Background: an optimization exercise with open tools, aiming at small area, a short achievable clock period and few clock cycles per item. Do not read the settings as production practice. RTL that was checked went through simulation tests only; none was proved equivalent to the original.

Setup of main:
// dct8x8_top
module dct8x8_top#(parameter DATA_WIDTH  =  8)
(
input                               clk               ,
input                               rst_n             ,
input                               dct8x8_top_vld_i  ,
input  wire [DATA_WIDTH*16-1:0]     dct8x8_top_data_i ,
output wire                         dct8x8_top_rdy_i  ,
output wire                         dct8x8_top_vld_o  ,
output wire [(DATA_WIDTH+8)*16-1:0] dct8x8_top_data_o ,
input                               dct8x8_top_rdy_o
);
clock: 10.0 ns
lec_check: 0
cap_margin: 20
core_margin: 2
core_utilization: 50
slew_margin: 20
setup_slack_margin: 6.0
standard.sh (not shown) runs the stock make flow with config.mk's settings and CLKGATE_MAP_FILE= SYNTH_SCRIPT=/design/flow/synth_recipe.tcl, a recipe that flattens the netlist after the stock synthesis.
==> flow/flow/run.sh <==
#!/bin/bash
set -euo pipefail
echo "export SETUP_SLACK_MARGIN = 6.0" >> config.mk
bash standard.sh > standard.log 2>&1
main: no failed stages, no open violations at the end
Testbench counts of main, summed over its fixed seeds: cycles 2,144, items 512.
#### Input delta (the feature branch over main)
- swapping 6.0 for 5.8 in SETUP_SLACK_MARGIN
- putting CTS_CLUSTER_DIAMETER at 100 where nothing was set
- putting CTS_CLUSTER_SIZE at 22 where nothing was set
- swapping 50 for 60 in CORE_UTILIZATION
==> flow/flow/run.sh <==
#!/bin/bash
set -euo pipefail
echo "export SETUP_SLACK_MARGIN = 5.8" >> config.mk
bash standard.sh > standard.log 2>&1
### Flow results
Summary of the feature branch over main: first-pass GRT wire length dropped 29,000 µm.
The feature branch has layout overhead on the synthesized area below what main had.
main and the feature branch ended up with roughly the same register area.

Another version of the RTL of dct8x8_top (not shown whole).
Size in the first run: roughly 2400 flip-flops, roughly 390 I/O pins, ~150000 µm² of cells after synthesis.
==> flow/config.mk <==
export PLATFORM = sky130hd
export DESIGN_NAME = dct8x8_top
export DESIGN_NICKNAME = dct8x8_top
export VERILOG_FILES = /design/flow/design.v
export SDC_FILE = /design/flow/constraint.sdc
export NUM_CORES = 4
export LEC_CHECK = 0
export CAP_MARGIN = 20
export CORE_MARGIN = 2
export CORE_UTILIZATION = 50
export SLEW_MARGIN = 20
export SETUP_SLACK_MARGIN = 5.8
==> flow/constraint.sdc <==
create_clock -name core_clock -period 10.0 [get_ports {clk}]
set_input_delay 2.0000 -clock core_clock [delete_from_list [all_inputs] [get_ports {clk}]]
set_output_delay 2.0000 -clock core_clock [all_outputs]
set_load 0.01 [all_outputs]
==> flow/flow/run.sh <==
#!/bin/bash
set -euo pipefail
echo "export SETUP_SLACK_MARGIN = 5.8" >> config.mk
bash standard.sh > standard.log 2>&1
Change:
==> flow/run.sh (new file) <==
#!/bin/bash
# synth_recipe.tcl (not shown) runs the flow's synth.tcl, then flattens the netlist and writes it again
# the make line also repeats each setting of config.mk as NAME=value (left out here)
make -C /OpenROAD-flow-scripts/flow DESIGN_CONFIG=/design/flow/config.mk WORK_HOME=/design/flow/orfs CLKGATE_MAP_FILE= SYNTH_SCRIPT=/design/flow/synth_recipe.tcl finish
- SETUP_SLACK_MARGIN: 5.8 -> 5
removed: flow/flow/run.sh
removed: flow/standard.sh
=>
- global-route usage came out lower by 0.52 points
- worst hold slack barely changes
- register-to-register slack loses 620 ps
- final area came out lower by 2.0%
- maximum frequency came out lower by 12%
No functional check of the RTL was part of any run of this note.

## run A
dct8x8_top, a different RTL version from the one above (not shown whole).
For scale: about 12000 cells after synthesis, about 2400 flip-flops, about 390 I/O pins, ~0.15 mm2 of cells after synthesis.
// dct8x8_top
module dct8x8_top#(parameter DATA_WIDTH  =  8)
(
input                               clk               ,
input                               rst_n             ,
input                               dct8x8_top_vld_i  ,
input  wire [DATA_WIDTH*16-1:0]     dct8x8_top_data_i ,
output wire                         dct8x8_top_rdy_i  ,
output wire                         dct8x8_top_vld_o  ,
output wire [(DATA_WIDTH+8)*16-1:0] dct8x8_top_data_o ,
input                               dct8x8_top_rdy_o
);
Settings: LEC_CHECK=0, CAP_MARGIN=20, CORE_MARGIN=2, CORE_UTILIZATION=60, CTS_CLUSTER_DIAMETER=100, CTS_CLUSTER_SIZE=22, SLEW_MARGIN=20, SETUP_SLACK_MARGIN=6.2; clock period 10.0 ns.
==> flow/flow/run.sh <==
#!/bin/bash
set -euo pipefail
echo "export SETUP_SLACK_MARGIN = 6.2" >> config.mk
bash standard.sh > standard.log 2>&1
Testbench counts of run A, summed over its fixed seeds: cycles 2,144, items 512.
Here is what was changed in the inputs of run B compared with run A.
- CORE_UTILIZATION changed from 60 to 65
- SETUP_SLACK_MARGIN changed from 6.2 to 5.9
==> flow/flow/run.sh <==
#!/bin/bash
set -euo pipefail
echo "export SETUP_SLACK_MARGIN = 5.9" >> config.mk
bash standard.sh > standard.log 2>&1
Findings:
- Looking at antenna cell count across run A and run B, the one that comes out higher is run B.
- Cmp run B vs run A: design area lower in run B
- Run B: no failed stages, no open violations at the end
- Die area | run B < run A
- Going from run A to run B, the number of antenna violations at the first check in global routing was found to have gone up by 4.
- Share of final-layout standard cells stronger than drive strength 1 in run B is 5.5 points lower than in run A
- On fraction of area in clock buffers and inverters, run A tracks run B almost exactly.
- As far as total clock sinks goes, run A and run B are indistinguishable; the numbers are identical.
- Re final routed wirelength across all metal layers: run A was higher than run B.
- Row post-layout minimum cycle time: run B higher / run A lower
- A startpoint of the most critical setup path of u_tp2.u_ctrl.mx[2] is what run B shows, while u_tp2.u_ctrl.mx[3] belongs to run A.
- Routed length on met3 grows by more than 10% when moving from run A to run B.
Input-level comparison between run C and run B:
- changing CORE_UTILIZATION from 65 to 70
==> run summary <==
- Comparing run C against run B, there is no change at all in hold path depth.
- Between run C and run B, the cell area does not differ in any meaningful way.
- | fill cell total of the finished layout | run C vs run B | 19% lower |
- Die area went down by a little under 10% going from run B to run C.
- Where hold slack is concerned, run B is better than run C.

==> re-timing with driven ports <==
The flow's constraints put no driver on any port. The routed layouts listed below were extracted and timed again, unchanged, in two steps. Step 1 sets driving cells, clkbuf_16 on the clock port and buf_2 on the other inputs (assumed; they add their load-dependent delay and slew). Step 2 moves the port delays by t, midway between the first and last clock arrival at a register: inputs arrive t later, outputs are due t later. That takes back most of the time a late clock gives input paths. a / b / c = ideal ports / drivers / drivers and shift; a / b = the first two.
| run | t, ns | setup slack, ns | clock arrival spread, ns | slew at the worst register clock pin (ns) |
|---|---|---|---|---|
| main | 0.996 | 5.880 / 5.779 / 5.177 | 0.061 / 0.062 | 0.07 / 0.07 |
| the feature branch | 0.954 | 5.758 / 5.758 / 4.997 | 0.053 / 0.053 | 0.10 / 0.10 |
| the first run of note 2 | 0.987 | 5.732 / 5.629 / 5.003 | 0.072 / 0.072 | 0.07 / 0.07 |
| the second run of note 2 | 0.962 | 5.161 / 5.061 / 4.325 | 0.065 / 0.065 | 0.07 / 0.07 |
| run A | 0.897 | 5.946 / 5.851 / 5.441 | 0.040 / 0.041 | 0.09 / 0.09 |
| run B | 0.917 | 5.822 / 5.741 / 5.183 | 0.049 / 0.049 | 0.10 / 0.10 |
| run C | 0.931 | 5.780 / 5.697 / 5.098 | 0.038 / 0.038 | 0.10 / 0.10 |
After both steps setup and hold are still met in every run listed. For the second run of note 2, which loses most, drivers alone change the setup slack by -0.100 ns; drivers and shift together by -0.836 ns.
